What follows belongs to an exercise in optimizing a design on an open flow for small area and few clock cycles per item; a production flow would make more cautious choices.
Only simulation tests tie the RTL to the original design; equivalence was not proved.
No activity file was given, so power comes from the tool's default toggle rates.

## flow/run.sh

```bash
#!/bin/bash
# synth_recipe.tcl (not shown) runs the flow's synth.tcl, then flattens the netlist and writes it again
# the make line also repeats each setting of config.mk as NAME=value (left out here)
make -C /OpenROAD-flow-scripts/flow DESIGN_CONFIG=/design/flow/config.mk WORK_HOME=/design/flow/orfs CLKGATE_MAP_FILE= SYNTH_SCRIPT=/design/flow/synth_recipe.tcl finish
```

## flow/config.mk

```make
export PLATFORM = sky130hd
export DESIGN_NAME = AxiPeriph
export DESIGN_NICKNAME = AxiPeriph
export VERILOG_FILES = /design/flow/design.v
export SDC_FILE = /design/flow/constraint.sdc
export NUM_CORES = 4
export LEC_CHECK = 0
export CAP_MARGIN = 20
export CORE_MARGIN = 2
export CORE_UTILIZATION = 40
export SLEW_MARGIN = 20
```

## flow/constraint.sdc

```tcl
create_clock -name core_clock -period 5.0 [get_ports {clock}]
set_input_delay 1.0000 -clock core_clock [delete_from_list [all_inputs] [get_ports {clock}]]
set_output_delay 1.0000 -clock core_clock [all_outputs]
set_load 0.01 [all_outputs]
```

## flow/design.v

```verilog
module AxiPeriph(
  input         clock,
  input         reset,
  input  [4:0]  io_axi_s0_aw_awaddr,
  input  [2:0]  io_axi_s0_aw_awprot,
  input         io_axi_s0_aw_awvalid,
  output        io_axi_s0_aw_awready,
  input  [11:0] io_axi_s0_aw_awid,
  input  [31:0] io_axi_s0_w_wdata,
  input  [3:0]  io_axi_s0_w_wstrb,
  input         io_axi_s0_w_wvalid,
  output        io_axi_s0_w_wready,
  input  [11:0] io_axi_s0_w_wid,
  output [1:0]  io_axi_s0_b_bresp,
  output        io_axi_s0_b_bvalid,
  input         io_axi_s0_b_bready,
  output [11:0] io_axi_s0_b_bid,
  input  [4:0]  io_axi_s0_ar_araddr,
  input  [2:0]  io_axi_s0_ar_arprot,
  input         io_axi_s0_ar_arvalid,
  output        io_axi_s0_ar_arready,
  input  [11:0] io_axi_s0_ar_arid,
  output [31:0] io_axi_s0_r_rdata,
  output [1:0]  io_axi_s0_r_rresp,
  output        io_axi_s0_r_rvalid,
  input         io_axi_s0_r_rready,
  output [11:0] io_axi_s0_r_rid,
  output [1:0]  io_leds,
  output        io_irqOut
);
  reg  [31:0] regs [0:7];
  reg         bvalid;
  reg  [11:0] bid;
  reg         rvalid;
  reg  [11:0] rid;
  reg  [7:0]  rsel;    
  wire bfree = ~bvalid | io_axi_s0_b_bready;
  wire rfree = ~rvalid | io_axi_s0_r_rready;
  wire wacc  = io_axi_s0_aw_awvalid & io_axi_s0_w_wvalid & bfree;
  wire racc  = io_axi_s0_ar_arvalid & rfree;
  wire [31:0] wd = io_axi_s0_w_wdata & {32{~reset}};
  integer k;
  always @(posedge clock) begin
    for (k = 0; k < 8; k = k + 1)
      if (reset | (wacc & (io_axi_s0_aw_awaddr[4:2] == k)))
        regs[k] <= wd;
  end
  always @(posedge clock) begin
    if (reset) begin
      bvalid <= 1'b0;
      rvalid <= 1'b0;
    end else begin
      if (wacc) bvalid <= 1'b1;
      else if (io_axi_s0_b_bready) bvalid <= 1'b0;
      if (racc) rvalid <= 1'b1;
      else if (io_axi_s0_r_rready) rvalid <= 1'b0;
    end
    if (wacc) bid <= io_axi_s0_aw_awid;
    if (racc) begin
      rid <= io_axi_s0_ar_arid;
      for (k = 0; k < 8; k = k + 1)
        rsel[k] <= (io_axi_s0_ar_araddr[4:2] == k);
    end
  end
  reg [31:0] rdata;
  always @(*) begin
    rdata = 32'd0;
    for (k = 0; k < 8; k = k + 1)
      rdata = rdata | (regs[k] & {32{rsel[k]}});
  end
  assign io_axi_s0_aw_awready = io_axi_s0_w_wvalid & bfree;
  assign io_axi_s0_w_wready   = io_axi_s0_aw_awvalid & bfree;
  assign io_axi_s0_b_bvalid   = bvalid;
  assign io_axi_s0_b_bid      = bid;
  assign io_axi_s0_b_bresp    = 2'b00;
  assign io_axi_s0_ar_arready = rfree;
  assign io_axi_s0_r_rvalid   = rvalid;
  assign io_axi_s0_r_rid      = rid;
  assign io_axi_s0_r_rdata    = rdata;
  assign io_axi_s0_r_rresp    = 2'b00;
  assign io_leds   = regs[0][1:0];
  assign io_irqOut = regs[0][4];
endmodule
```

==> results by group, run 1 <==
Status
  • Outcome: finished clean

Pwr
  • Clock share of power: 35.1%
  • Switch Pwr: approximately 1.1 mW
  • Comb pwr share: about 8.7%
  • P_int: 4.14 mW
  • Switching Share: a little over a fifth
  • Sequential power share: 56.2%
  • Pwr Total: 5.27 mW
  • Worst vdd ir: 0.000228 V
  • Pwr dens: 404 mW/mm²
  • Static Leak: 4.37 nW

STA
  • Setup TNS Final: 0 ns
  • Max frequency: about 0.27 GHz
  • RSZ-0062 raised after global routing: no
  • Final Max Tran Viols: 0
  • Worst Skew: around 0.013 ns
  • Crit path time final: between 3 and 4 ns
  • Fin crit share: 74.1%
  • Fin. Hold Viols: 0
  • Slew @ Worst Pin: 0.990 ns
  • Final setup violation count: 0
  • Slew margin rel.: 33.8%

Logic synthesis
  • Register bit total from synthesis: 290
  • Ys Warns: 2
  • Unique cell type count in the Yosys netlist: 29
  • Mapped cell area: 0.0105 mm²
  • Simple-gate share of the synthesized area: 5.31%
  • Sequential area share after synthesis: 82.8%
  • Cells after Synth: around 550
  • Post-Synth XOR/XNOR Area: 0%
  • Adder-cell share of the synthesized area: 0%
  • Largest family of logic cells by synthesized area: compound AO/OA/AOI/OAI gates
  • Post-synthesis mux area share: 0%
  • Post-synthesis compound-gate area fraction: 9.91%
  • Avg Synthesized Cell Area: 19.0 µm²

Floorplanning
  • Chip Width: 166 µm
  • Core area: approximately 0.026 mm²
  • Die Y: 166 µm
  • # rows: 59
  • Initial core utilization: 40.5%
  • Die area: 0.0275 mm²
  • I/O pin count: 163

Clock tree
  • Clk latency of the worst-skew pair: 0.53 ns
  • CTS Root Cell: clkbuf_16
  • Post-CTS setup buffer count: 0
  • CTS Sinks: 290
  • Cts bufs inserted: 28
  • Post-CTS sizing: 0
  • Clock buffer depth: 3
  • H-Tree Depth: 1
  • CTS tree: done
  • Cts hold-fix bufs: 0
  • Clock Pin Slew Worst Setup and Hold Paths: about 0.060 ns

Setup path
  • CP Launch Type: flop
  • Setup crit end kind: output port
  • CP required: 4.00 ns
  • Crit path kind: reg2out
  • CP arrival: about 2.7 ns
  • Critical path peak fanout: 19

GRT
  • Gr usage total: 17.3%
  • Vias in the first global route: 6076
  • Largest net degree at the start of global routing: 35
  • First-pass GRT wire length: 36000 µm
  • Total grt overflow: 0
  • Antenna violations before repair: 0

Route
  • Drt wl/cell: 23.1 µm
  • Vias per cell: 5.52
  • Post-DRT Antenna Nets: 0
  • 1st-pass router iterations: 5
  • Drt drc: 0
  • Total number of vias: 5816
  • Aggregate routed wire length: 24300 µm
  • Iter 0 DRT Violations: approximately 560

Cells and area
  • Fillers: approximately 2.1k
  • Layout cells sized above 1: 8.50%
  • N_diodes: 0
  • Commonest non-fill, non-tap cell in the layout: edfxtp_1
  • Most frequent cells in the layout: edfxtp_1 (288), clkdlybuf4s50_1 (131), a22oi_1 (128)
  • Synthesis-to-finish area growth: 24.4%
  • Nets: 796

Place
  • Placed wire-length estimate: between 10000 and 15000 µm
  • Gpl congestion: roughly 0.67
  • I/O Buffers: ~130

Worst hold path
  • Worst hold path type: reg2reg

Job
  • Max-Cap Viols: 0
[layout make-up]
type,instances,area [µm²],share of cell area [%]
Multi-Input combinational cell,228,1680,12.9
Sequential cell,290,8690,66.6
Timing Repair Buffer,150,1450,11.1
Tap cell,335,419,3.21
Clock inverter,14,56.3,0.432
Clock buffer,33,741,5.68
Inverter,3,11.3,0.0863
[cells by family (layout without fill, tap and decap cells)]
kind of cell,count (synthesis),count (layout)
buffers and inverters,37,200
AO/OA/AOI/OAI,138,138
flip-flops,290,290
AND/OR/NAND/NOR,86,86
other,1,4
[power by group through the flow]
stage	Clock [mW]	Sequential (mW)	Combinational, mW
final	1.85	2.96	0.457
after global routing	1.97	2.98	0.494
after CTS	1.87	2.96	0.465
after detailed placement	0	3.01	0.463
after global placement	0	3.00	0.457
after floorplan	0	3.01	0.212
[path summary, 6_finish.rpt]
| path | cells past startpoint | slack, ns | to | start |
|---|---|---|---|---|
| max | 4 | 1.30 | io_axi_s0_r_rdata[16] | rsel[2] |
| min | 2 | 0.54 | rvalid | rvalid |
| max reg2reg | 3 | 3.23 | regs[4][5] | bvalid |
| min reg2reg | 2 | 0.54 | rvalid | rvalid |
[flip-flops by register name, summed over array words and instances (netlist names)]
register / cells
rid: 12
rsel: 8
regs: 256
rvalid: 1
bvalid: 1
bid: 12
[critical path, stage by stage (launching register included)]
cell and delay [ns]:
edfxtp_1 0.99, buf_4 0.35, a22oi_1 0.11, nand4_1 0.16, clkdlybuf4s50_1 0.55
[metrics by stage]
step | cell area [µm²] | worst slack [ns] | std cells | hold slack (ns) | utilization, %
floorplan | 10500 | -0.0725 | 555 | 0.596 | -
global placement | 12200 | 1.60 | 1006 | 0.503 | 47.3
detailed placement | 12200 | 1.56 | 1006 | 0.530 | 47.3
CTS | 13000 | 1.24 | 1053 | 0.547 | 50.3
global route | 13000 | 1.18 | 1053 | 0.594 | 50.3
finish | 13000 | 1.30 | 1053 | 0.539 | 50.3
[per-layer routing]
metal / vias up / track usage (%) / part of all wire [%]
met2: 223 / 29.9 / 51
met5: - / 0 / 0
met4: 0 / 4.50 / 1.8
met1: 2975 / 23.0 / 41
met3: 35 / 2.79 / 6.3
li1: 2583 / - / -
[Yosys cell counts (all sizes together)]
cell type / count / area [µm²]
edfxtp: 288 / 8650
a22oi: 128 / 961
nand4: 32 / 200
buf: 31 / 176
nor2b: 23 / 151
and2b: 10 / 75.1
o41ai: 7 / 61.3
and2: 3 / 18.8
clkbuf: 3 / 12.5
inv: 3 / 11.3
nand2: 3 / 11.3
nor3b: 3 / 22.5
or2b: 3 / 23.8
a21oi: 2 / 10.0
and3b: 2 / 17.5
dfxtp: 2 / 40.0
nor2: 2 / 7.51
and3: 1 / 6.26
conb: 1 / 3.75
nand2b: 1 / 6.26
nand3: 1 / 5.00
nor3: 1 / 5.00
o31ai: 1 / 7.51
or2: 1 / 6.26
Testbench counts, summed over its fixed seeds: cycles 2,531, txns 3,200.
==> inputs of run 2 (changes only) <==
--- a/flow/config.mk
+++ b/flow/config.mk
@@ -9,3 +9,4 @@
 export CORE_MARGIN = 2
 export CORE_UTILIZATION = 40
+export CTS_BUF_LIST = sky130_fd_sc_hd__clkbuf_4
 export SLEW_MARGIN = 20
==> run 2 against run 1 <==
  * Highest routed layer unchanged
  * Register-to-register slack worse by 0.02 ns
  * Still clean
  * Largest power group unchanged
  * Synthesized cell count unchanged
  * Sequential share of layout area is 0.50 points lower
  * Clock skew up 0.017 ns
  * Global-route usage grew 0.44 points
==> results by group, run 2 <==
Status
  • Outcome: finished clean

Logic synthesis
  • Sequential area share after synthesis: 82.8% (unchanged)
  • Top cells by area, synth: edfxtp_1 (82%), a22oi_1 (9.2%), nand4_1 (1.9%), nor2b_1 (1.3%), buf_2 (1.1%)
  • Register bit total from synthesis: 290 (unchanged)
  • Post-synthesis compound-gate area fraction: 9.91% (unchanged)
  • Asr flop ratio synth: 0% (unchanged)
  • Post-Synth XOR/XNOR Area: 0% (unchanged)
  • Cells after Synth: 552 (unchanged)
  • Simple-gate share of the synthesized area: 5.31% (unchanged)
  • Adder-cell share of the synthesized area: 0% (unchanged)
  • Ys Warns: 2 (unchanged)
  • Primary FF master, synth: edfxtp_1
  • Synth top area share: 82.5% (unchanged)
  • Avg Synthesized Cell Area: 19.0 µm² (unchanged)
  • Most frequent cell after synthesis: edfxtp_1
  • Post-synthesis mux area share: 0% (unchanged)
  • Synth cell count leaders: edfxtp_1 (288), a22oi_1 (128), nand4_1 (32)
  • Post-synth EDFFs: 288 (unchanged)
  • Largest family of logic cells by synthesized area: compound AO/OA/AOI/OAI gates
  • Mapped cell area: 0.0105 mm² (unchanged)
  • Dominant cell type by area after synthesis: edfxtp_1
  • Unique cell type count in the Yosys netlist: 29 (unchanged)

Pwr
  • Pwr Total: 5.28 mW (+0.22%)
  • Pwr dens: 402 mW/mm² (-0.53%)
  • Worst vdd ir: 0.000133 V (-41%)
  • Static Leak: 4.51 nW (+3.2%)

Place
  • Gpl congestion: 0.673 (unchanged)
  • Post-Place Cells: 1006 (unchanged)
  • Placed Area: 0.0122 mm² (unchanged)
  • Placed wire-length estimate: 12400 µm (unchanged)
  • I/O Buffers: 132 (unchanged)

Job
  • Max-Cap Viols: 0 (unchanged)

Route
  • Post-DRT Antenna Nets: 0 (unchanged)
  • Total number of vias: 6047 (+4.0%)
  • 1st-pass router iterations: 5 (unchanged)
  • Iter 0 DRT Violations: 525 (-6.4%)
  • Drt drc: 0 (unchanged)
  • Drt wl/cell: 21.8 µm (-5.4%)
  • Vias per cell: 5.32 (-3.6%)
  • Aggregate routed wire length: 24800 µm (+2.0%)

Setup path
  • Top delay family on crit path: flip-flops
  • Worst path bufs/invs: 2 (unchanged)
  • CP required: 4.00 ns (about the same)
  • Reg2reg path depth: 3 (unchanged)
  • Crit-path max cell delay: 1.02 ns (+0.03 ns)
  • Worst reg2reg startpoint: bvalid
  • Highest-delay cell along the critical path: edfxtp_1
  • R2R Path End: regs[4][21]
  • Crit path kind: reg2out
  • Crit-path cells: buf_4, a22oi_1, nand4_1, clkdlybuf4s50_1
  • CP arrival: 2.84 ns (+0.14 ns)
  • CP Launch Type: flop
  • Setup crit end kind: output port
  • Critical path peak fanout: 19 (unchanged)
  • R2R setup slack: 3.21 ns (-0.02 ns)

Clock tree
  • Clk latency of the worst-skew pair: 0.64 ns (+0.11 ns)
  • Clock buffer depth: 3 (unchanged)
  • Cts bufs inserted: 73 (+160%)
  • CTS Sinks: 290 (unchanged)
  • CTS Root Cell: clkbuf_4
  • H-Tree Depth: 3 (+2)
  • Cts hold-fix bufs: 0 (unchanged)
  • CTS tree: done
  • Post-CTS setup buffer count: 0 (unchanged)
  • Post-CTS sizing: 0 (unchanged)
  • Clock Pin Slew Worst Setup and Hold Paths: 0.07 ns (about the same)

STA
  • Slew @ Worst Pin: 1.02 ns (+0.0306 ns)
  • RSZ-0062 raised after global routing: no
  • Worst Skew: 0.0296 ns (+0.0169 ns)
  • Slew margin rel.: 32.0% (-1.8 points)
  • Fin crit share: 76.8% (+2.8 points)
  • Worst hold slack: 0.538 ns (-0.00149 ns)
  • Crit path time final: 3.84 ns (+0.139 ns)
  • Final setup violation count: 0 (unchanged)
  • Final Max Tran Viols: 0 (unchanged)
  • Fin. Hold Viols: 0 (unchanged)
  • Max frequency: 0.260 GHz (-3.6%)

Cells and area
  • Synthesis-to-finish area growth: 25.3%
  • Nets: 841 (+5.7%)
  • Commonest non-fill, non-tap cell in the layout: edfxtp_1
  • Reg with most FFs: regs
  • Final Util: 50.7% (+0.38 points)
  • Max reg flops: 256 (unchanged)
  • Layout cells sized above 1: 16.9% (+8.4 points)
  • Most frequent cells in the layout: edfxtp_1 (288), clkdlybuf4s50_1 (131), a22oi_1 (128)
  • Fillers: 2139 (+2.3%)
  • Register Area: 0.00869 mm² (unchanged)
  • Final non-filler cell total: 1136 (+7.9%)
  • Top flop regs: regs x256, bid x12, rid x12
  • Area occupied by multi-input gates: 0.00168 mm² (unchanged)
  • Design Area, Final: 0.0131 mm² (+0.76%)

Floorplanning
  • Initial core utilization: 40.5% (unchanged)
  • Die area: 0.0275 mm² (unchanged)
  • # rows: 59 (unchanged)
  • Core area: 0.0259 mm² (unchanged)
  • Chip Width: 166 µm (unchanged)
  • Die Y: 166 µm (unchanged)
  • I/O pin count: 163 (unchanged)

Worst hold path
  • Hold Crit Start: rvalid
  • Hold Path Stages: 2 (unchanged)
  • Hold Path Sink: rvalid
  • Worst hold path type: reg2reg

GRT
  • Antenna violations before repair: 1 (+1)
  • Vias in the first global route: 6496 (+6.9%)
  • Gr usage total: 17.8% (+0.44 points)
  • Total grt overflow: 0 (unchanged)
  • First-pass GRT wire length: 36500 µm (+1.4%)
  • Largest net degree at the start of global routing: 35 (unchanged)
[run 2: report_power, final]
part | total [mW] | internal, mW | switching, mW
sequential | 2.96 | 2.90 | 0.0608
combinational | 0.457 | 0.198 | 0.259
clock | 1.86 | 0.989 | 0.872
total | 5.28 | 4.09 | 1.19
[run 2: layout make-up]
type,instances,share of cell area [%]
multi-input cells,228,12.8
clock buffers,101,5.77
flip-flops and latches,290,66.1
inverters,3,0.0857
repair buffers,150,11.0
diodes,1,0.0190
clock inverters,28,1.03
well taps,335,3.19
[run 2: worst max path at each step]
stage                        from               endpoint  cells past startpoint
2_1_floorplan  io_axi_s0_w_wvalid             regs[6][0]                      2
3_3_place_gp   io_axi_s0_b_bready     io_axi_s0_w_wready                      4
3_5_place_dp   io_axi_s0_b_bready   io_axi_s0_aw_awready                      4
4_1_cts                   rsel[2]  io_axi_s0_r_rdata[16]                      4
5_1_grt                   rsel[2]  io_axi_s0_r_rdata[16]                      4
6_report                  rsel[2]  io_axi_s0_r_rdata[16]                      4
[run 2: cell families after synthesis]
logic type      after synthesis
other cells                   1
buf+inv                      37
simple gates                 86
compound gates              138
flops                       290
[run 2: tightest hold or removal path: stages (launching register included)]
cell and delay (ns):
dfxtp_1 0.32, nand2b_1 0.10, a21oi_1 0.07
[run 2: stage by stage]
stage	setup TNS (ns)	worst slack [ns]
floorplan	-16.17	-0.0725
global placement	0	1.60
detailed placement	0	1.56
CTS	0	1.10
global route	0	1.05
finish	0	1.16
[run 2: metal layers]
layer	routed length (µm)	global-route usage (%)	vias up
li1	-	-	2732
met1	9890	22.2	3022
met2	12800	30.3	249
met3	1630	3.91	44
met4	527	7.11	0
met5	0	0	-
==> inputs of run 3 (changes only) <==
==> flow/flow/run.sh (new file) <==
#!/bin/bash
# Standard ORFS layout, with two changes: port buffers use the smallest
# buffer cell, and clock tree synthesis uses clkbuf_4 without dummy loads.
set -euo pipefail
export BUFFER_PORTS_ARGS="-buffer_cell sky130_fd_sc_hd__buf_1"
export CTS_ARGS="-sink_clustering_enable -repair_clock_nets -buf_list sky130_fd_sc_hd__clkbuf_4 -dont_use_dummy_load"
bash standard.sh > standard_flow.log 2>&1
==> flow/standard.sh (new file) <==
#!/bin/bash
# synth_recipe.tcl (not shown) runs the flow's synth.tcl, then flattens the netlist and writes it again
# the make line also repeats each setting of config.mk as NAME=value (left out here)
make -C /OpenROAD-flow-scripts/flow DESIGN_CONFIG=/design/flow/config.mk WORK_HOME=/design/flow/orfs CLKGATE_MAP_FILE= SYNTH_SCRIPT=/design/flow/synth_recipe.tcl "${@:-finish}"
--- a/flow/config.mk
+++ b/flow/config.mk
@@ -9,4 +9,3 @@
 export CORE_MARGIN = 2
 export CORE_UTILIZATION = 40
-export CTS_BUF_LIST = sky130_fd_sc_hd__clkbuf_4
 export SLEW_MARGIN = 20
removed: flow/run.sh
==> run 3 against run 2 <==
  * Routed wire length fell by 2.7%
  * Clock power fell by 25%
  * Sequential share of layout area rose by 6.4 points
  * Power fell by 11%
  * Cell count fell by 5.0%
  * Fmax rose by 7.2%
  * Flip-flop and latch count did not move
  * Combinational power fell by 23%
  * Via count fell by 1.7%
  * Non-clock buffer count did not move
==> results by group, run 3 <==
Logic synthesis
  • Mapped cell area: 0.0105 mm² (unchanged)
  • Synth cell count leaders: edfxtp_1 (288), a22oi_1 (128), nand4_1 (32)
  • Avg Synthesized Cell Area: 19.0 µm² (unchanged)
  • Most frequent cell after synthesis: edfxtp_1
  • Post-synth EDFFs: 288 (unchanged)
  • Sequential area share after synthesis: 82.8% (unchanged)
  • Dominant cell type by area after synthesis: edfxtp_1
  • Top cells by area, synth: edfxtp_1 (82%), a22oi_1 (9.2%), nand4_1 (1.9%), nor2b_1 (1.3%), buf_2 (1.1%)
  • Register bit total from synthesis: 290 (unchanged)
  • Synth top area share: 82.5% (unchanged)
  • Unique cell type count in the Yosys netlist: 29 (unchanged)
  • Cells after Synth: 552 (unchanged)
  • Primary FF master, synth: edfxtp_1
  • Asr flop ratio synth: 0% (unchanged)
  • Ys Warns: 2 (unchanged)

Clock tree
  • Clock Pin Slew Worst Setup and Hold Paths: 0.06 ns (about the same)
  • Cts hold-fix bufs: 0 (unchanged)
  • CTS Sinks: 290 (unchanged)
  • Clock buffer depth: 3 (unchanged)
  • Clk latency of the worst-skew pair: 0.63 ns (about the same)
  • Post-CTS sizing: 0 (unchanged)
  • H-Tree Depth: 3 (unchanged)
  • CTS Root Cell: clkbuf_4
  • CTS tree: done
  • Post-CTS setup buffer count: 0 (unchanged)
  • Cts bufs inserted: 72 (-1.4%)

Setup path
  • Worst reg2reg startpoint: bvalid
  • CP Launch Type: flop
  • Crit-path cells: buf_4, a22oi_1, nand4_1, buf_1
  • Setup crit end kind: output port
  • Worst path bufs/invs: 2 (unchanged)
  • Critical path peak fanout: 19 (unchanged)
  • Highest-delay cell along the critical path: edfxtp_1
  • CP arrival: 2.58 ns (-0.26 ns)
  • Reg2reg path depth: 3 (unchanged)
  • CP required: 4.00 ns (about the same)
  • Crit-path max cell delay: 1.02 ns (about the same)
  • Critical path startpoint: rsel[2]
  • Critical path depth in cells: 4 (unchanged)
  • Top delay family on crit path: flip-flops
  • Crit path kind: reg2out

Pwr
  • Static Leak: 3.95 nW (-13%)
  • Worst vdd ir: 0.000164 V (+23%)
  • Pwr dens: 394 mW/mm² (-1.8%)
  • Pwr Total: 4.72 mW (-11%)

GRT
  • Total grt overflow: 0 (unchanged)
  • Gr usage total: 17.5% (-0.30 points)
  • Vias in the first global route: 6293 (-3.1%)
  • Antenna violations before repair: 1 (unchanged)
  • First-pass GRT wire length: 36000 µm (-1.3%)
  • Largest net degree at the start of global routing: 36 (+2.9%)

Floorplanning
  • Die area: 0.0275 mm² (unchanged)
  • Core area: 0.0259 mm² (unchanged)
  • I/O pin count: 163 (unchanged)
  • # rows: 59 (unchanged)
  • Initial core utilization: 40.5% (unchanged)
  • Chip Width: 166 µm (unchanged)
  • Die Y: 166 µm (unchanged)

Cells and area
  • Fillers: 2258 (+5.6%)
  • Layout cells sized above 1: 13.6% (-3.3 points)
  • Top flop regs: regs x256, bid x12, rid x12
  • Max reg flops: 256 (unchanged)
  • Most frequent cells in the layout: edfxtp_1 (288), buf_1 (131), a22oi_1 (128)
  • Reg with most FFs: regs
  • Synthesis-to-finish area growth: 14.2%
  • Commonest non-fill, non-tap cell in the layout: edfxtp_1
  • Nets: 840 (-0.12%)

Route
  • Post-DRT Antenna Nets: 0 (unchanged)
  • Total number of vias: 5947 (-1.7%)
  • Vias per cell: 5.51 (+3.5%)
  • Iter 0 DRT Violations: 384 (-27%)
  • Met3 Routed Length: 1570 µm (-3.9%)
  • Highest metal layer with signal wires: met4
  • Aggregate routed wire length: 24100 µm (-2.7%)
  • DR WL met2: 12600 µm (-1.4%)
  • Drt wl/cell: 22.4 µm (+2.4%)
  • 1st-pass router iterations: 5 (unchanged)
  • WL met1: 9620 µm (-2.7%)
  • Drt drc: 0 (unchanged)

STA
  • Final setup violation count: 0 (unchanged)
  • Slew @ Worst Pin: 1.16 ns (+0.143 ns)
  • Max frequency: 0.279 GHz (+7.2%)
  • Final WS setup: 1.42 ns (+0.258 ns)
  • Worst Skew: 0.0474 ns (+0.0178 ns)
  • Crit path time final: 3.58 ns (-0.258 ns)
  • Fin. Hold Viols: 0 (unchanged)
  • Final Max Tran Viols: 0 (unchanged)
  • RSZ-0062 raised after global routing: no
  • Worst hold slack: 0.527 ns (-0.0110 ns)
  • Slew margin rel.: 22.5% (-9.5 points)
  • Fin crit share: 71.7% (-5.2 points)

Worst hold path
  • Worst hold path type: reg2reg
  • Hold Crit Start: rvalid
  • Hold Path Stages: 2 (unchanged)

Job
  • Max-Cap Viols: 0 (unchanged)

Place
  • Dpl ws: 2.02 ns (+0.456 ns)
  • I/O Buffers: 132 (unchanged)
  • Gpl congestion: 0.693 (+2.9%)
  • Placed wire-length estimate: 12900 µm (+4.3%)

Status
  • Outcome: finished clean
run 3: cell counts after synthesis:
No cell type changed its count.
run 3: metal layers:
| layer | up-vias | global-route usage, % |
|---|---|---|
| met5 | - | 0 |
| met4 | 0 | 7.07 |
| met3 | 30 | 4.05 |
| met2 | 238 | 30.5 |
| met1 | 2995 | 21.0 |
| li1 | 2684 | - |
run 3: metrics by stage:
stage / utilization, % / instances / TNS, ns / instance area, µm²
2_1_floorplan: - / 555 / -16.17 / 10500
3_3_place_gp: 44.1 / 1005 / 0 / 11400
3_5_place_dp: 44.1 / 1005 / 0 / 11400
4_1_cts: 46.2 / 1077 / 0 / 12000
5_1_grt: 46.2 / 1079 / 0 / 12000
6_report: 46.2 / 1079 / 0 / 12000
run 3: worst paths after layout:
kind,end,slack (ns)
max,io_axi_s0_r_rdata[30],1.42
min,rvalid,0.53
max reg2reg,regs[5][15],3.18
min reg2reg,rvalid,0.53
run 3: where the power goes:
part | switching [mW] | internal [mW] | total (mW)
Clock | 0.736 | 0.654 | 1.39
Combinational | 0.239 | 0.114 | 0.353
Sequential | 0.0769 | 2.90 | 2.98
Total | 1.05 | 3.67 | 4.72
run 3: kinds of logic after synthesis:
group | after synthesis | synth area share (%)
DFF | 290 | 82.8
AOI/OAI and AO/OA | 138 | 9.91
other | 1 | 0.0358
buffers and inverters | 37 | 1.91
and+or+nand+nor | 86 | 5.31
run 3: area by class of cell:
type	count	area, µm²	share of cell area [%]
Multi-Input combinational cell	228	1680	14.0
Antenna cell	1	2.50	0.0209
Clock buffer	72	541	4.51
Tap cell	335	419	3.50
Sequential cell	290	8690	72.5
Timing Repair Buffer	150	639	5.34
Inverter	3	11.3	0.0940
run 3: worst register-to-register path: cells and delay by family, from the launching register on:
family / cells / cell delay, ns
AO/OA/AOI/OAI: 1 / 0.34
buffers and inverters: 1 / 0.54
flip-flops: 1 / 0.32
AND/OR/NAND/NOR: 1 / 0.18
==> inputs of run 4 (changes only) <==
==> flow/flow/run.sh (replaced) <==
#!/bin/bash
# Standard ORFS layout, with two changes: port buffers use the smallest
# buffer cell, and clock tree synthesis uses clkbuf_4 leaf clusters of about
# ten flip-flops, without dummy loads.
set -euo pipefail
export BUFFER_PORTS_ARGS="-buffer_cell sky130_fd_sc_hd__buf_1"
export CTS_ARGS="-sink_clustering_enable -repair_clock_nets -buf_list sky130_fd_sc_hd__clkbuf_4 -sink_clustering_size 10 -sink_clustering_max_diameter 60 -dont_use_dummy_load"
bash standard.sh > standard_flow.log 2>&1
--- a/flow/config.mk
+++ b/flow/config.mk
@@ -8,4 +8,4 @@
 export CAP_MARGIN = 20
 export CORE_MARGIN = 2
-export CORE_UTILIZATION = 40
+export CORE_UTILIZATION = 65
 export SLEW_MARGIN = 20
==> run 4 against run 3 <==
  * Critical path depth is the same
  * First-iteration DRC count rose by 43%
  * Core utilization increased by 27 points
  * Synthesized cell count did not move
  * Still clean on timing, DRC and antenna
  * Final area is 3.5% lower
  * Clock power down 29%
  * Largest cell class unchanged
  * Cell count down 14%
==> results by group, run 4 <==
Route
  • Vias per cell: 6.28 (+14%)
  • Aggregate routed wire length: 21900 µm (-9.3%)
  • Post-DRT Antenna Nets: 0 (unchanged)
  • Drt wl/cell: 23.7 µm (+6.0%)
  • Total number of vias: 5796 (-2.5%)
  • Drt drc: 0 (unchanged)
  • 1st-pass router iterations: 5 (unchanged)
  • Iter 0 DRT Violations: 551 (+43%)

STA
  • Final WS setup: 1.53 ns (+0.113 ns)
  • Fin. Hold Viols: 0 (unchanged)
  • Final Max Tran Viols: 0 (unchanged)
  • Crit path time final: 3.47 ns (-0.113 ns)
  • Fin crit share: 69.4% (-2.3 points)
  • Final setup violation count: 0 (unchanged)
  • RSZ-0062 raised after global routing: no
  • Worst Skew: 0.0333 ns (-0.0142 ns)
  • Slew margin rel.: 36.8% (+14 points)
  • Worst hold slack: 0.534 ns (+0.00677 ns)
  • Max frequency: 0.288 GHz (+3.3%)
  • Slew @ Worst Pin: 0.948 ns (-0.215 ns)

Worst hold path
  • Hold Crit Start: rvalid
  • Worst hold path type: reg2reg
  • Hold Path Stages: 2 (unchanged)

GRT
  • Vias in the first global route: 5769 (-8.3%)
  • Total grt overflow: 0 (unchanged)
  • Antenna violations before repair: 0 (-1)
  • First-pass GRT wire length: 32400 µm (-9.9%)
  • Gr usage total: 26.3% (+8.9 points)
  • Largest net degree at the start of global routing: 35 (-2.8%)

Pwr
  • Clock share of power: 23.0% (-6.4 points)
  • Sequential power share: 68.7% (+5.6 points)
  • Comb pwr share: 8.3% (+0.8 points)
  • Worst vdd ir: 0.000230 V (+40%)
  • Pwr dens: 373 mW/mm² (-5.4%)
  • Static Leak: 3.78 nW (-4.2%)
  • Switching Share: 22.8% (+0.54 points)
  • P_int: 3.33 mW (-9.4%)
  • Switch Pwr: 0.983 mW (-6.6%)

Floorplanning
  • # rows: 46 (-22%)
  • Core area: 0.0158 mm² (-39%)
  • I/O pin count: 163 (unchanged)
  • Die area: 0.0172 mm² (-38%)
  • Chip Width: 131 µm (-21%)
  • Initial core utilization: 66.3% (+26 points)
  • Die Y: 131 µm (-21%)

Logic synthesis
  • Synth top area share: 82.5% (unchanged)
  • Dominant cell type by area after synthesis: edfxtp_1
  • Top cells by area, synth: edfxtp_1 (82%), a22oi_1 (9.2%), nand4_1 (1.9%), nor2b_1 (1.3%), buf_2 (1.1%)
  • Ys Warns: 2 (unchanged)
  • Register bit total from synthesis: 290 (unchanged)
  • Most frequent cell after synthesis: edfxtp_1
  • Primary FF master, synth: edfxtp_1
  • Post-synth EDFFs: 288 (unchanged)
  • Synth cell count leaders: edfxtp_1 (288), a22oi_1 (128), nand4_1 (32)
  • Asr flop ratio synth: 0% (unchanged)
  • Sequential area share after synthesis: 82.8% (unchanged)
  • Mapped cell area: 0.0105 mm² (unchanged)
  • Unique cell type count in the Yosys netlist: 29 (unchanged)
  • Cells after Synth: 552 (unchanged)
  • Avg Synthesized Cell Area: 19.0 µm² (unchanged)

Cells and area
  • Synthesis-to-finish area growth: 10.2%
  • Most frequent cells in the layout: edfxtp_1 (288), buf_1 (131), a22oi_1 (128)
  • Top flop regs: regs x256, bid x12, rid x12
  • Nets: 804 (-4.3%)
  • Max reg flops: 256 (unchanged)
  • Reg with most FFs: regs
  • Fillers: 1020 (-55%)
  • Final non-filler cell total: 923 (-14%)
  • N_diodes: 0 (-1)
  • Commonest non-fill, non-tap cell in the layout: edfxtp_1
  • Final Util: 73.0% (+27 points)
  • Layout cells sized above 1: 9.19% (-4.4 points)

Clock tree
  • Post-CTS setup buffer count: 0 (unchanged)
  • Clock Pin Slew Worst Setup and Hold Paths: 0.10 ns (+0.04 ns)
  • Cts hold-fix bufs: 0 (unchanged)
  • CTS Sinks: 290 (unchanged)
  • H-Tree Depth: 2 (-1)
  • Clk latency of the worst-skew pair: 0.61 ns (-0.02 ns)
  • Clock buffer depth: 3 (unchanged)
  • CTS tree: done
  • Post-CTS sizing: 0 (unchanged)
  • Cts bufs inserted: 34 (-53%)
  • CTS Root Cell: clkbuf_4

Setup path
  • Worst reg2reg startpoint: bvalid
  • Critical path peak fanout: 17 (-2)
  • Crit path kind: reg2out
  • Reg2reg path depth: 3 (unchanged)
  • Critical path startpoint: rsel[4]
  • CP arrival: 2.47 ns (-0.11 ns)
  • Crit-path cells: buf_4, a22oi_1, nand4_1, buf_1
  • Crit-path max cell delay: 0.98 ns (-0.04 ns)
  • CP required: 4.00 ns (about the same)
  • Highest-delay cell along the critical path: edfxtp_1
  • CP Launch Type: flop
  • Setup crit end kind: output port

Place
  • Placed wire-length estimate: 11600 µm (-10%)
  • Gpl congestion: 0.751 (+8.4%)
  • I/O Buffers: 132 (unchanged)
  • Post-Place Cells: 888 (-12%)
  • Dpl ws: 1.97 ns (-0.0434 ns)

Job
  • Max-Cap Viols: 0 (unchanged)

Status
  • Outcome: finished clean
-- run 4: cells by family (layout without fill, tap and decap cells) --
| family | count (synthesis) | count (layout) | synth area share [%] |
|---|---|---|---|
| AOI/OAI and AO/OA | 138 | 138 | 9.91 |
| buffers and inverters | 37 | 189 | 1.91 |
| DFF | 290 | 290 | 82.8 |
| other | 1 | 4 | 0.0358 |
| and+or+nand+nor | 86 | 86 | 5.31 |
-- run 4: final timing paths --
kind         slack (ns)              endpoint
min reg2reg        0.53                rvalid
max reg2reg        2.92           regs[7][19]
min                0.53                rvalid
max                1.53  io_axi_s0_r_rdata[0]
-- run 4: critical path: cells and delay by family, from the launching register on --
kind                   cells  cell delay, ns
buffers and inverters      2            0.59
and+or+nand+nor            1            0.16
AOI/OAI and AO/OA          1            0.14
DFF                        1            0.98
-- run 4: metrics by stage --
stage	total power [mW]	instance area (µm²)	setup TNS, ns
floorplan	3.22	10500	-16.17
global placement	3.35	11300	0
detailed placement	3.37	11300	0
CTS	4.33	11500	0
global route	4.47	11600	0
finish	4.31	11600	0
-- run 4: power by group through the flow --
| stage | clock [mW] | sequential [mW] | combinational [mW] |
|---|---|---|---|
| floorplan | 0 | 3.01 | 0.212 |
| global placement | 0 | 3.01 | 0.348 |
| detailed placement | 0 | 3.02 | 0.356 |
| CTS | 1.01 | 2.96 | 0.357 |
| global route | 1.10 | 2.98 | 0.393 |
| finish | 0.991 | 2.96 | 0.358 |
-- run 4: routing by layer --
layer	vias to the layer above	GRT usage (%)	share of wire (%)
li1	2590	-	-
met1	2933	37.7	42
met2	249	42.7	49
met3	24	5.13	7.4
met4	0	6.76	1.3
met5	-	0	0
-- run 4: cell type report --
type / instances / area, µm² / area share, %
tap: 216 / 270 / 2.34
inverter: 3 / 11.3 / 0.0974
sequential: 290 / 8690 / 75.2
clock buffer: 34 / 255 / 2.21
timing repair buffer: 152 / 654 / 5.66
multi-input combinational: 228 / 1680 / 14.5
==> inputs of run 5 (changes only) <==
--- a/flow/config.mk
+++ b/flow/config.mk
@@ -8,4 +8,4 @@
 export CAP_MARGIN = 20
 export CORE_MARGIN = 2
-export CORE_UTILIZATION = 65
+export CORE_UTILIZATION = 40
 export SLEW_MARGIN = 20
==> run 5 against run 4 <==
  * Sequential power about the same
  * Still clean
  * Core utilization is 28 points lower
  * Routed wire length is 9.5% higher
  * Count of clock-buffer cells in the layout unchanged
  * Sequential share of layout area shrank 0.88 points
  * Critical path type unchanged
  * Global-route usage fell by 9.1 points
  * Non-clock buffer count shrank 2
  * Clock power about the same
  * Final area up 1.2%
  * Power barely moved
  * Register-to-register slack better by 0.29 ns
==> results by group, run 5 <==
Floorplanning
  • Chip Width: 166 µm (+27%)
  • # rows: 59 (+28%)
  • Initial core utilization: 40.5% (-26 points)
  • Core area: 0.0259 mm² (+64%)
  • Die Y: 166 µm (+27%)
  • Die area: 0.0275 mm² (+60%)
  • I/O pin count: 163 (unchanged)

Pwr
  • Pwr Total: 4.31 mW (about the same)
  • Worst vdd ir: 0.000144 V (-38%)
  • Pwr dens: 369 mW/mm² (-1.1%)
  • Static Leak: 3.77 nW (-0.25%)

STA
  • Final WS setup: 1.44 ns (-0.0943 ns)
  • Worst Skew: 0.0205 ns (-0.0128 ns)
  • RSZ-0062 raised after global routing: no
  • Fin. Hold Viols: 0 (unchanged)
  • Slew @ Worst Pin: 1.15 ns (+0.200 ns)
  • Crit path time final: 3.56 ns (+0.0943 ns)
  • Final setup violation count: 0 (unchanged)
  • Max frequency: 0.281 GHz (-2.6%)
  • Slew margin rel.: 23.4% (-13 points)
  • Setup TNS Final: 0 ns (unchanged)
  • Fin crit share: 71.3% (+1.9 points)
  • Final Max Tran Viols: 0 (unchanged)

Clock tree
  • Clock Pin Slew Worst Setup and Hold Paths: 0.11 ns (about the same)
  • Post-CTS sizing: 0 (unchanged)
  • CTS Root Cell: clkbuf_4
  • Cts bufs inserted: 34 (unchanged)
  • Cts hold-fix bufs: 0 (unchanged)
  • Post-CTS setup buffer count: 0 (unchanged)
  • CTS tree: done
  • CTS Sinks: 290 (unchanged)
  • H-Tree Depth: 2 (unchanged)
  • Clock buffer depth: 3 (unchanged)
  • Clk latency of the worst-skew pair: 0.61 ns (about the same)

Cells and area
  • Nets: 802 (-0.25%)
  • Layout cells sized above 1: 8.94% (-0.26 points)
  • Most frequent cells in the layout: edfxtp_1 (288), buf_1 (131), a22oi_1 (128)
  • Commonest non-fill, non-tap cell in the layout: edfxtp_1
  • Register Area: 0.00869 mm² (unchanged)
  • Fillers: 2260 (+120%)
  • Max reg flops: 256 (unchanged)
  • Area occupied by multi-input gates: 0.00168 mm² (unchanged)
  • Top flop regs: regs x256, bid x12, rid x12
  • Reg with most FFs: regs
  • Synthesis-to-finish area growth: 11.5%

Logic synthesis
  • Synth top area share: 82.5% (unchanged)
  • Sequential area share after synthesis: 82.8% (unchanged)
  • Ys Warns: 2 (unchanged)
  • Cells after Synth: 552 (unchanged)
  • Register bit total from synthesis: 290 (unchanged)
  • Synth cell count leaders: edfxtp_1 (288), a22oi_1 (128), nand4_1 (32)
  • Top cells by area, synth: edfxtp_1 (82%), a22oi_1 (9.2%), nand4_1 (1.9%), nor2b_1 (1.3%), buf_2 (1.1%)
  • Post-synth EDFFs: 288 (unchanged)
  • Asr flop ratio synth: 0% (unchanged)
  • Unique cell type count in the Yosys netlist: 29 (unchanged)
  • Avg Synthesized Cell Area: 19.0 µm² (unchanged)
  • Mapped cell area: 0.0105 mm² (unchanged)
  • Most frequent cell after synthesis: edfxtp_1
  • Primary FF master, synth: edfxtp_1
  • Dominant cell type by area after synthesis: edfxtp_1

GRT
  • Largest net degree at the start of global routing: 36 (+2.9%)
  • Vias in the first global route: 6030 (+4.5%)
  • Antenna violations before repair: 1 (+1)
  • First-pass GRT wire length: 35700 µm (+10%)
  • Gr usage total: 17.2% (-9.1 points)
  • Total grt overflow: 0 (unchanged)

Setup path
  • Reg2reg path depth: 3 (unchanged)
  • CP required: 4.00 ns (about the same)
  • Crit-path cells: buf_4, a22oi_1, nand4_1, buf_1
  • CP Launch Type: flop
  • Crit-path max cell delay: 1.12 ns (+0.14 ns)
  • Critical path depth in cells: 4 (unchanged)
  • Setup crit end kind: output port
  • Critical path startpoint: rsel[7]
  • CP arrival: 2.56 ns (+0.09 ns)
  • Worst setup endpoint: io_axi_s0_r_rdata[13]
  • Crit path kind: reg2out
  • R2R setup slack: 3.21 ns (+0.29 ns)
  • Worst reg2reg startpoint: bvalid
  • Top delay family on crit path: flip-flops
  • Highest-delay cell along the critical path: edfxtp_1
  • Critical path peak fanout: 22 (+5)
  • R2R Path End: regs[6][8]
  • Worst path bufs/invs: 2 (unchanged)

Route
  • Aggregate routed wire length: 24000 µm (+9.5%)
  • Vias per cell: 5.55 (-12%)
  • Drt wl/cell: 23.0 µm (-2.9%)
  • Drt drc: 0 (unchanged)
  • Iter 0 DRT Violations: 356 (-35%)
  • 1st-pass router iterations: 5 (unchanged)
  • Post-DRT Antenna Nets: 0 (unchanged)
  • Total number of vias: 5775 (-0.36%)

Place
  • Placed wire-length estimate: 12900 µm (+11%)
  • I/O Buffers: 132 (unchanged)
  • Gpl congestion: 0.693 (-7.7%)
  • Dpl ws: 2.02 ns (+0.0434 ns)

Status
  • Outcome: finished clean

Job
  • Max-Cap Viols: 0 (unchanged)

Worst hold path
  • Worst hold path type: reg2reg
-- run 5: cell count changes in the layout (fill, tap and decap cells not counted), sizes merged --
cell	delta
diode	+1
buf	-2
-- run 5: cell type report --
class | instances | area share, %
diodes | 1 | 0.0214
clock buffers | 34 | 2.18
inverters | 3 | 0.0963
multi-input cells | 228 | 14.3
flip-flops and latches | 290 | 74.3
well taps | 335 | 3.58
repair buffers | 150 | 5.47
-- run 5: cell families after synthesis --
| family | share of synthesized area (%) |
|---|---|
| flops | 82.8 |
| compound gates | 9.91 |
| other cells | 0.0358 |
| buf+inv | 1.91 |
| simple gates | 5.31 |
-- run 5: worst register-to-register path: stages, from the launching register on --
cell     delay, ns
dfxtp_1       0.34
nor2b_4       0.18
o41ai_2       0.34
buf_4         0.53
-- run 5: worst min-delay path by stage --
stage / startpoint / to / slack, ns / cells after the start
floorplan: bvalid / bvalid / 0.60 / 2
global placement: rvalid / rvalid / 0.50 / 2
detailed placement: rvalid / rvalid / 0.52 / 2
CTS: io_axi_s0_ar_arid[1] / rid[1] / 0.50 / 1
global route: io_axi_s0_ar_arid[2] / rid[2] / 0.50 / 1
finish: rvalid / rvalid / 0.53 / 2
-- run 5: power breakdown --
part           switching, mW  internal (mW)
clock                  0.672          0.316
sequential            0.0771           2.90
combinational          0.239          0.114
total                  0.988           3.33
-- run 5: per-stage QoR --
stage / hold slack [ns] / utilization (%) / instances / area [µm²]
2_1_floorplan: 0.596 / - / 555 / 10500
3_3_place_gp: 0.497 / 44.1 / 1005 / 11400
3_5_place_dp: 0.518 / 44.1 / 1005 / 11400
4_1_cts: 0.498 / 45.1 / 1039 / 11700
5_1_grt: 0.505 / 45.1 / 1041 / 11700
6_report: 0.533 / 45.1 / 1041 / 11700
-- run 5: metal layers --
layer  global-route usage (%)  part of all wire, %  up-vias
met5                        0                    0        -
met4                     5.67                  1.9        0
met3                     3.19                  5.6       42
met2                     30.2                   52      207
met1                     21.6                   40     2933
li1                         -                    -     2593
==> inputs of run 6 (changes only) <==
--- a/flow/config.mk
+++ b/flow/config.mk
@@ -6,6 +6,6 @@
 export NUM_CORES = 4
 export LEC_CHECK = 0
-export CAP_MARGIN = 20
+export CAP_MARGIN = 0
 export CORE_MARGIN = 2
 export CORE_UTILIZATION = 40
-export SLEW_MARGIN = 20
+export SLEW_MARGIN = 0
==> run 6 against run 5 <==
  * Clock power hardly changed
  * Core utilization is 0.058 points lower
  * Power hardly changed
  * Non-clock buffer count is 1 lower
  * Die area stayed put
  * Sequential share of layout area is 0.095 points higher
  * Routed wire length is 0.34% higher
  * First-iteration DRC count stayed put
  * Flip-flop and latch count stayed put
  * Critical endpoint is now io_axi_s0_r_rdata[27]
  * Largest cell class unchanged
  * Highest routed layer unchanged
==> results by group, run 6 <==
Setup path
  • CP arrival: 2.58 ns (+0.02 ns)
  • R2R setup slack: 3.21 ns (about the same)
  • CP Launch Type: flop
  • Reg2reg path depth: 3 (unchanged)
  • Crit path kind: reg2out
  • Worst reg2reg startpoint: bvalid
  • Critical path peak fanout: 19 (-14%)
  • R2R Path End: regs[5][14]
  • Setup crit end kind: output port
  • CP required: 4.00 ns (about the same)

Place
  • Gpl congestion: 0.693 (unchanged)
  • Post-Place Cells: 1005 (unchanged)
  • I/O Buffers: 132 (unchanged)
  • Placed wire-length estimate: 12900 µm (unchanged)

Clock tree
  • Clk latency of the worst-skew pair: 0.63 ns (+0.02 ns)
  • Cts hold-fix bufs: 0 (unchanged)
  • Cts bufs inserted: 34 (unchanged)
  • H-Tree Depth: 2 (unchanged)
  • Post-CTS sizing: 0 (unchanged)
  • Post-CTS setup buffer count: 0 (unchanged)
  • Clock Pin Slew Worst Setup and Hold Paths: 0.10 ns (about the same)
  • CTS Sinks: 290 (unchanged)
  • Clock buffer depth: 3 (unchanged)
  • CTS Root Cell: clkbuf_4
  • CTS tree: done

Pwr
  • Pwr Total: 4.31 mW (about the same)
  • Clock share of power: 23.0% (about the same)
  • Comb pwr share: 8.1% (about the same)
  • Static Leak: 3.76 nW (-0.20%)
  • Switch Pwr: 0.991 mW (+0.25%)
  • Switching Share: 23.0% (+0.051 points)
  • P_int: 3.32 mW (about the same)
  • Worst vdd ir: 0.000144 V (-0.10%)
  • Pwr dens: 369 mW/mm² (+0.16%)
  • Sequential power share: 69.0% (about the same)

Logic synthesis
  • Sequential area share after synthesis: 82.8% (unchanged)
  • Top cells by area, synth: edfxtp_1 (82%), a22oi_1 (9.2%), nand4_1 (1.9%), nor2b_1 (1.3%), buf_2 (1.1%)
  • Most frequent cell after synthesis: edfxtp_1
  • Asr flop ratio synth: 0% (unchanged)
  • Synth top area share: 82.5% (unchanged)
  • Post-synth EDFFs: 288 (unchanged)
  • Register bit total from synthesis: 290 (unchanged)
  • Mapped cell area: 0.0105 mm² (unchanged)
  • Primary FF master, synth: edfxtp_1
  • Unique cell type count in the Yosys netlist: 29 (unchanged)
  • Cells after Synth: 552 (unchanged)
  • Ys Warns: 2 (unchanged)
  • Synth cell count leaders: edfxtp_1 (288), a22oi_1 (128), nand4_1 (32)
  • Dominant cell type by area after synthesis: edfxtp_1
  • Avg Synthesized Cell Area: 19.0 µm² (unchanged)

STA
  • Crit path time final: 3.58 ns (+0.0121 ns)
  • Fin. Hold Viols: 0 (unchanged)
  • Fin crit share: 71.5% (+0.24 points)
  • Worst Skew: 0.0192 ns (-0.00121 ns)
  • Max frequency: 0.280 GHz (-0.34%)
  • RSZ-0062 raised after global routing: no
  • Slew margin rel.: 23.1% (-0.31 points)
  • Slew @ Worst Pin: 1.15 ns (+0.00470 ns)
  • Final Max Tran Viols: 0 (unchanged)
  • Final setup violation count: 0 (unchanged)

Route
  • 1st-pass router iterations: 4 (-1)
  • Drt wl/cell: 23.1 µm (+0.43%)
  • Drt drc: 0 (unchanged)
  • Vias per cell: 5.55 (about the same)
  • Iter 0 DRT Violations: 356 (unchanged)
  • Post-DRT Antenna Nets: 0 (unchanged)
  • Aggregate routed wire length: 24100 µm (+0.34%)
  • Total number of vias: 5774 (-0.017%)

Cells and area
  • Final non-filler cell total: 1040 (-0.096%)
  • Layout cells sized above 1: 8.81% (-0.13 points)
  • Final Util: 45.1% (-0.058 points)
  • Most frequent cells in the layout: edfxtp_1 (288), buf_1 (131), a22oi_1 (128)
  • Max reg flops: 256 (unchanged)
  • Commonest non-fill, non-tap cell in the layout: edfxtp_1
  • Reg with most FFs: regs
  • Nets: 801 (-0.12%)
  • Fillers: 2258 (-0.088%)
  • Synthesis-to-finish area growth: 11.3%
  • Top flop regs: regs x256, bid x12, rid x12

GRT
  • Total grt overflow: 0 (unchanged)
  • First-pass GRT wire length: 35700 µm (unchanged)
  • Antenna violations before repair: 1 (unchanged)
  • Gr usage total: 17.2% (unchanged)
  • Largest net degree at the start of global routing: 36 (unchanged)
  • Vias in the first global route: 6030 (unchanged)

Worst hold path
  • Hold Crit Start: rvalid
  • Hold Path Sink: rvalid
  • Hold Path Stages: 2 (unchanged)
  • Worst hold path type: reg2reg

Floorplanning
  • Core area: 0.0259 mm² (unchanged)
  • I/O pin count: 163 (unchanged)
  • Die Y: 166 µm (unchanged)
  • # rows: 59 (unchanged)
  • Initial core utilization: 40.5% (unchanged)
  • Chip Width: 166 µm (unchanged)
  • Die area: 0.0275 mm² (unchanged)

Job
  • Max-Cap Viols: 0 (unchanged)

Status
  • Outcome: finished clean
-- run 6: cell types whose count changed in the layout (fill, tap and decap cells not counted) --
cell	previous run	this run
buf_8	1	0
-- run 6: through the flow --
stage	hold WS [ns]	setup WS (ns)	instance area (µm²)	setup TNS, ns
after floorplan	0.596	-0.0725	10500	-16.17
after global placement	0.497	2.03	11400	0
after detailed placement	0.518	2.02	11400	0
after CTS	0.498	1.34	11700	0
after global routing	0.505	1.27	11700	0
final	0.533	1.42	11700	0
-- run 6: power by group through the flow --
| stage | combinational [mW] | sequential [mW] | clock (mW) |
|---|---|---|---|
| 6_report | 0.348 | 2.98 | 0.991 |
| 5_1_grt | 0.384 | 3.00 | 1.11 |
| 4_1_cts | 0.356 | 2.98 | 1.02 |
| 3_5_place_dp | 0.355 | 3.03 | 0 |
| 2_1_floorplan | 0.212 | 3.01 | 0 |
| 3_3_place_gp | 0.347 | 3.02 | 0 |
-- run 6: layout make-up --
cell class | count | area (µm²) | area share (%)
Tap cell | 335 | 419 | 3.59
Clock buffer | 34 | 255 | 2.19
Inverter | 3 | 11.3 | 0.0964
Multi-Input combinational cell | 228 | 1680 | 14.4
Timing Repair Buffer | 149 | 624 | 5.35
Sequential cell | 290 | 8690 | 74.4
Antenna cell | 1 | 2.50 | 0.0214
-- run 6: kinds of logic (layout without fill, tap and decap cells) --
group	count (synthesis)	count (layout)	synth area share, %
AOI/OAI and AO/OA	138	138	9.91
buffers and inverters	37	186	1.91
DFF	290	290	82.8
other	1	5	0.0358
and+or+nand+nor	86	86	5.31
-- run 6: per-layer routing --
layer,vias to the layer above,share of wire [%],routed length (µm),track usage (%)
li1,2588,-,-,-
met1,2920,40,9650,21.6
met2,208,51,12400,30.2
met3,58,6.1,1470,3.19
met4,0,2.5,599,5.67
met5,-,0,0,0
-- run 6: worst max path at each step --
stage	start	endpoint	slack, ns	cells past startpoint
floorplan	io_axi_s0_w_wvalid	regs[6][0]	-0.07	2
detailed placement	reset	regs[5][18]	2.02	5
finish	rsel[2]	io_axi_s0_r_rdata[27]	1.42	4
global placement	rsel[0]	io_axi_s0_r_rdata[31]	2.03	4
CTS	rsel[7]	io_axi_s0_r_rdata[19]	1.34	4
global route	rsel[0]	io_axi_s0_r_rdata[16]	1.27	4
-- run 6: worst max-delay path, stage by stage (launching register included) --
cell      delay (ns)
edfxtp_1        1.05
buf_4           0.40
a22oi_1         0.13
nand4_1         0.21
buf_1           0.18
==> inputs of run 7 (changes only) <==
--- a/flow/design.v
+++ b/flow/design.v
@@ -34,5 +34,5 @@
   reg         rvalid;
   reg  [11:0] rid;
-  reg  [7:0]  rsel;    
+  reg  [2:0]  raddr;   
   wire bfree = ~bvalid | io_axi_s0_b_bready;
   wire rfree = ~rvalid | io_axi_s0_r_rready;
@@ -59,14 +59,13 @@
     if (racc) begin
       rid <= io_axi_s0_ar_arid;
-      for (k = 0; k < 8; k = k + 1)
-        rsel[k] <= (io_axi_s0_ar_araddr[4:2] == k);
+      raddr <= io_axi_s0_ar_araddr[4:2];
     end
   end
-  reg [31:0] rdata;
-  always @(*) begin
-    rdata = 32'd0;
-    for (k = 0; k < 8; k = k + 1)
-      rdata = rdata | (regs[k] & {32{rsel[k]}});
-  end
+  wire [7:0]  rsel;
+  wire [31:0] rdata;
+  AxiDec3 dec (.a(raddr), .y(rsel));
+  AxiRdMux mux (.sel(rsel),
+    .r0(regs[0]), .r1(regs[1]), .r2(regs[2]), .r3(regs[3]),
+    .r4(regs[4]), .r5(regs[5]), .r6(regs[6]), .r7(regs[7]), .y(rdata));
   assign io_axi_s0_aw_awready = io_axi_s0_w_wvalid & bfree;
   assign io_axi_s0_w_wready   = io_axi_s0_aw_awvalid & bfree;
@@ -82,2 +81,33 @@
   assign io_irqOut = regs[0][4];
 endmodule
+module AxiDec3(
+  input  [2:0] a,
+  output [7:0] y
+);
+  assign y = 8'd1 << a;
+endmodule
+module AxiRdMux(
+  input  [7:0]  sel,
+  input  [31:0] r0, r1, r2, r3, r4, r5, r6, r7,
+  output [31:0] y
+);
+  wire [31:0] na, nb;
+  AxiAoi222 ga [31:0] (.s0(sel[0]), .s1(sel[1]), .s2(sel[2]),
+                       .d0(r0), .d1(r1), .d2(r2), .yn(na));
+  AxiAoi222 gb [31:0] (.s0(sel[3]), .s1(sel[4]), .s2(sel[5]),
+                       .d0(r3), .d1(r4), .d2(r5), .yn(nb));
+  AxiOut    gy [31:0] (.na(na), .nb(nb), .s0(sel[6]), .s1(sel[7]),
+                       .d0(r6), .d1(r7), .y(y));
+endmodule
+module AxiAoi222(
+  input s0, s1, s2, d0, d1, d2,
+  output yn
+);
+  assign yn = ~((s0 & d0) | (s1 & d1) | (s2 & d2));
+endmodule
+module AxiOut(
+  input na, nb, s0, s1, d0, d1,
+  output y
+);
+  assign y = ~(na & nb) | (s0 & d0) | (s1 & d1);
+endmodule
--- a/flow/config.mk
+++ b/flow/config.mk
@@ -10,2 +10,4 @@
 export CORE_UTILIZATION = 40
 export SLEW_MARGIN = 0
+export SYNTH_HIERARCHICAL = 1
+export SYNTH_MINIMUM_KEEP_SIZE = 0
==> run 7 against run 6 <==
  * Power shrank 1.8%
  * Combinational power is essentially flat
  * Still clean
  * Critical endpoint is now io_axi_s0_r_rdata[31]
  * Sequential power shrank 3%
  * Largest power group unchanged
  * Area after synthesis shrank 3.7%
==> results by group, run 7 <==
Logic synthesis
  • Synth top area share: 84.1% (+1.6 points)
  • Primary FF master, synth: edfxtp_1
  • Sequential area share after synthesis: 84.5% (+1.7 points)
  • Ys Warns: 9 (+7)
  • Cells after Synth: 490 (-11%)
  • Mapped cell area: 0.0101 mm² (-3.7%)
  • Post-synth EDFFs: 283 (-1.7%)
  • Dominant cell type by area after synthesis: edfxtp_1
  • Asr flop ratio synth: 0% (unchanged)
  • Avg Synthesized Cell Area: 20.6 µm² (+8.5%)
  • Register bit total from synthesis: 285 (-1.7%)
  • Unique cell type count in the Yosys netlist: 28 (-3.4%)
  • Most frequent cell after synthesis: edfxtp_1
  • Top cells by area, synth: edfxtp_1 (84%), a222oi_1 (6.3%), a22oi_1 (2.4%), nand3_1 (1.6%), nor2b_1 (1.4%)
  • Synth cell count leaders: edfxtp_1 (283), a222oi_1 (64), nand3_1 (33)

Setup path
  • CP arrival: 2.77 ns (+0.19 ns)
  • Setup crit end kind: output port
  • CP Launch Type: flop
  • Worst path bufs/invs: 2 (unchanged)
  • Worst setup endpoint: io_axi_s0_r_rdata[31]
  • R2R setup slack: 3.20 ns (about the same)
  • Highest-delay cell along the critical path: nor3b_2
  • Reg2reg path depth: 3 (unchanged)
  • Critical path depth in cells: 5 (+1)
  • Crit-path max cell delay: 0.77 ns (-0.28 ns)
  • CP required: 4.00 ns (about the same)
  • Worst reg2reg startpoint: bvalid
  • Crit path kind: reg2out
  • Critical path peak fanout: 18 (-1)
  • R2R Path End: regs[6][27]
  • Critical path startpoint: raddr[0]
  • Top delay family on crit path: simple AND/OR/NAND/NOR gates
  • Crit-path cells: nor3b_2, buf_4, a222oi_1, nand3_1, buf_1

GRT
  • Antenna violations before repair: 1 (unchanged)
  • Gr usage total: 17.7% (+0.45 points)
  • Largest net degree at the start of global routing: 35 (-2.8%)
  • First-pass GRT wire length: 34200 µm (-4.1%)
  • Total grt overflow: 0 (unchanged)
  • Vias in the first global route: 5952 (-1.3%)

Cells and area
  • Most frequent cells in the layout: edfxtp_1 (283), buf_1 (131), a222oi_1 (64)
  • Layout cells sized above 1: 10.1% (+1.3 points)
  • Max reg flops: 256 (unchanged)
  • Area occupied by multi-input gates: 0.00158 mm² (-5.6%)
  • Synthesis-to-finish area growth: 12.9%
  • Reg with most FFs: regs
  • Top flop regs: regs x256, bid x12, rid x12
  • Commonest non-fill, non-tap cell in the layout: edfxtp_1
  • Design Area, Final: 0.0114 mm² (-2.3%)
  • Nets: 760 (-5.1%)
  • Register Area: 0.00854 mm² (-1.7%)
  • Fillers: 2192 (-2.9%)

Floorplanning
  • Die area: 0.0265 mm² (-3.6%)
  • Initial core utilization: 40.5% (about the same)
  • Die Y: 163 µm (-1.8%)
  • # rows: 58 (-1.7%)
  • Core area: 0.0250 mm² (-3.7%)
  • I/O pin count: 163 (unchanged)
  • Chip Width: 163 µm (-1.8%)

Clock tree
  • CTS Sinks: 285 (-1.7%)
  • H-Tree Depth: 2 (unchanged)
  • Cts hold-fix bufs: 0 (unchanged)
  • Clk latency of the worst-skew pair: 0.60 ns (-0.03 ns)
  • Clock Pin Slew Worst Setup and Hold Paths: 0.10 ns (about the same)
  • Cts bufs inserted: 34 (unchanged)
  • CTS tree: done
  • CTS Root Cell: clkbuf_4
  • Post-CTS sizing: 0 (unchanged)
  • Clock buffer depth: 3 (unchanged)
  • Post-CTS setup buffer count: 0 (unchanged)

Place
  • I/O Buffers: 132 (unchanged)
  • Placed Area: 0.0111 mm² (-2.4%)
  • Placed wire-length estimate: 11900 µm (-7.8%)
  • Gpl congestion: 0.700 (+1.0%)

STA
  • Setup TNS Final: 0 ns (unchanged)
  • Max frequency: 0.265 GHz (-5.1%)
  • Final setup violation count: 0 (unchanged)
  • Slew margin rel.: 38.5% (+15 points)
  • RSZ-0062 raised after global routing: no
  • Crit path time final: 3.77 ns (+0.191 ns)
  • Slew @ Worst Pin: 0.923 ns (-0.230 ns)
  • Final Max Tran Viols: 0 (unchanged)
  • Fin. Hold Viols: 0 (unchanged)
  • Fin crit share: 75.4% (+3.8 points)
  • Worst Skew: 0.0441 ns (+0.0249 ns)

Status
  • Outcome: finished clean

Route
  • 1st-pass router iterations: 7 (+3)
  • Aggregate routed wire length: 23400 µm (-2.9%)
  • Vias per cell: 5.68 (+2.4%)
  • Drt drc: 0 (unchanged)
  • Drt wl/cell: 23.5 µm (+1.6%)
  • Total number of vias: 5649 (-2.2%)
  • Post-DRT Antenna Nets: 0 (unchanged)
  • Iter 0 DRT Violations: 601 (+69%)

Pwr
  • Pwr dens: 371 mW/mm² (+0.55%)
  • Static Leak: 3.65 nW (-2.9%)
  • Worst vdd ir: 0.000190 V (+32%)

Worst hold path
  • Worst hold path type: reg2reg

Job
  • Max-Cap Viols: 0 (unchanged)
## run 7: changes by cell type in the layout (fill, tap and decap cells not counted), moves of 5 or more
cell / change
nand4_1: -32
a22oi_1: -96
edfxtp_1: -5
a222oi_1: +64
nand3_1: +32
## run 7: worst min path at each step
stage / startpoint / endpoint / slack, ns / cells after the start
floorplan: bvalid / bvalid / 0.60 / 2
global placement: rvalid / rvalid / 0.50 / 2
detailed placement: rvalid / rvalid / 0.51 / 2
CTS: io_axi_s0_aw_awid[6] / bid[6] / 0.51 / 1
global route: io_axi_s0_aw_awid[9] / bid[9] / 0.51 / 1
finish: rvalid / rvalid / 0.53 / 2
## run 7: logic make-up after synthesis
kind of cell	share of synthesized area [%]
flops	84.5
buf+inv	0.792
simple gates	5.18
other cells	0.0371
compound gates	9.50
## run 7: cell type report
cell class / instances / share of cell area (%)
multi-input cells: 195 / 13.9
well taps: 330 / 3.62
flip-flops and latches: 285 / 74.9
diodes: 1 / 0.0219
clock buffers: 34 / 2.24
inverters: 3 / 0.0987
repair buffers: 146 / 5.28
## run 7: tightest hold or removal path: cells and delay by family (launching register included)
family / cells / cell delay (ns)
AOI/OAI and AO/OA: 1 / 0.07
DFF: 1 / 0.32
and+or+nand+nor: 1 / 0.10
## run 7: where the power goes
group / internal, mW / switching, mW / total (mW)
Sequential: 2.85 / 0.0557 / 2.90
Clock: 0.316 / 0.673 / 0.989
Combinational: 0.103 / 0.243 / 0.346
Total: 3.27 / 0.972 / 4.24
## run 7: per-layer routing
| layer | part of all wire [%] | GRT usage [%] | vias to the layer above |
|---|---|---|---|
| met3 | 8.9 | 3.41 | 36 |
| met1 | 40 | 23.7 | 2810 |
| met2 | 49 | 29.6 | 313 |
| li1 | - | - | 2490 |
| met4 | 1.8 | 4.87 | 0 |
| met5 | 0 | 0 | - |
## run 7: metrics by stage
stage	utilization, %	total power, mW	hold WS, ns	std cells	setup slack, ns
floorplan	-	3.14	0.596	493	-0.0725
finish	45.7	4.24	0.527	994	1.23
CTS	45.7	4.28	0.507	993	1.14
global route	45.7	4.41	0.513	994	0.996
global placement	44.7	3.29	0.501	959	1.82
detailed placement	44.7	3.31	0.510	959	1.81
## run 7: per-module statistics from Yosys (local to each module, per instance), a selection
module,copies in the design,flip-flops and latches,cells
AxiPeriph,1,285,354
AxiDec3,1,0,8
AxiAoi222,64,0,1
AxiOut,32,0,2
Testbench counts of run 7, summed over its fixed seeds: cycles 2,531, txns 3,200.

-- afterwards: timing with drivers on the ports --
The results above use ideal ports. As a check the final layouts listed here were re-extracted and re-timed, cells and wires unchanged. Step 1 sets driving cells, clkbuf_16 on the clock port and buf_2 on the other inputs (assumed; they add their load-dependent delay and slew). Step 2 times the ports against the registers' clock, not the clock port: input delays grow and output delays shrink by t, the midpoint of the rising clock arrivals with the driver on. a / b / c = no drivers / after step 1 / after step 2; a / b = the first two.
run	t (ns)	slack for setup (ns)	worst slew at a driven data input, ns
run 1	0.574	1.297 / 1.249 / 1.534	0.04
run 2	0.673	1.159 / 1.116 / 1.534	0.04
run 3	0.654	1.416 / 1.374 / 2.028	0.04
run 4	0.641	1.530 / 1.495 / 1.977	0.03
run 5	0.647	1.435 / 1.392 / 2.039	0.04
run 6	0.651	1.423 / 1.381 / 2.032	0.04
run 7	0.633	1.232 / 1.190 / 1.823	0.04
After both steps every run listed still meets setup and hold.
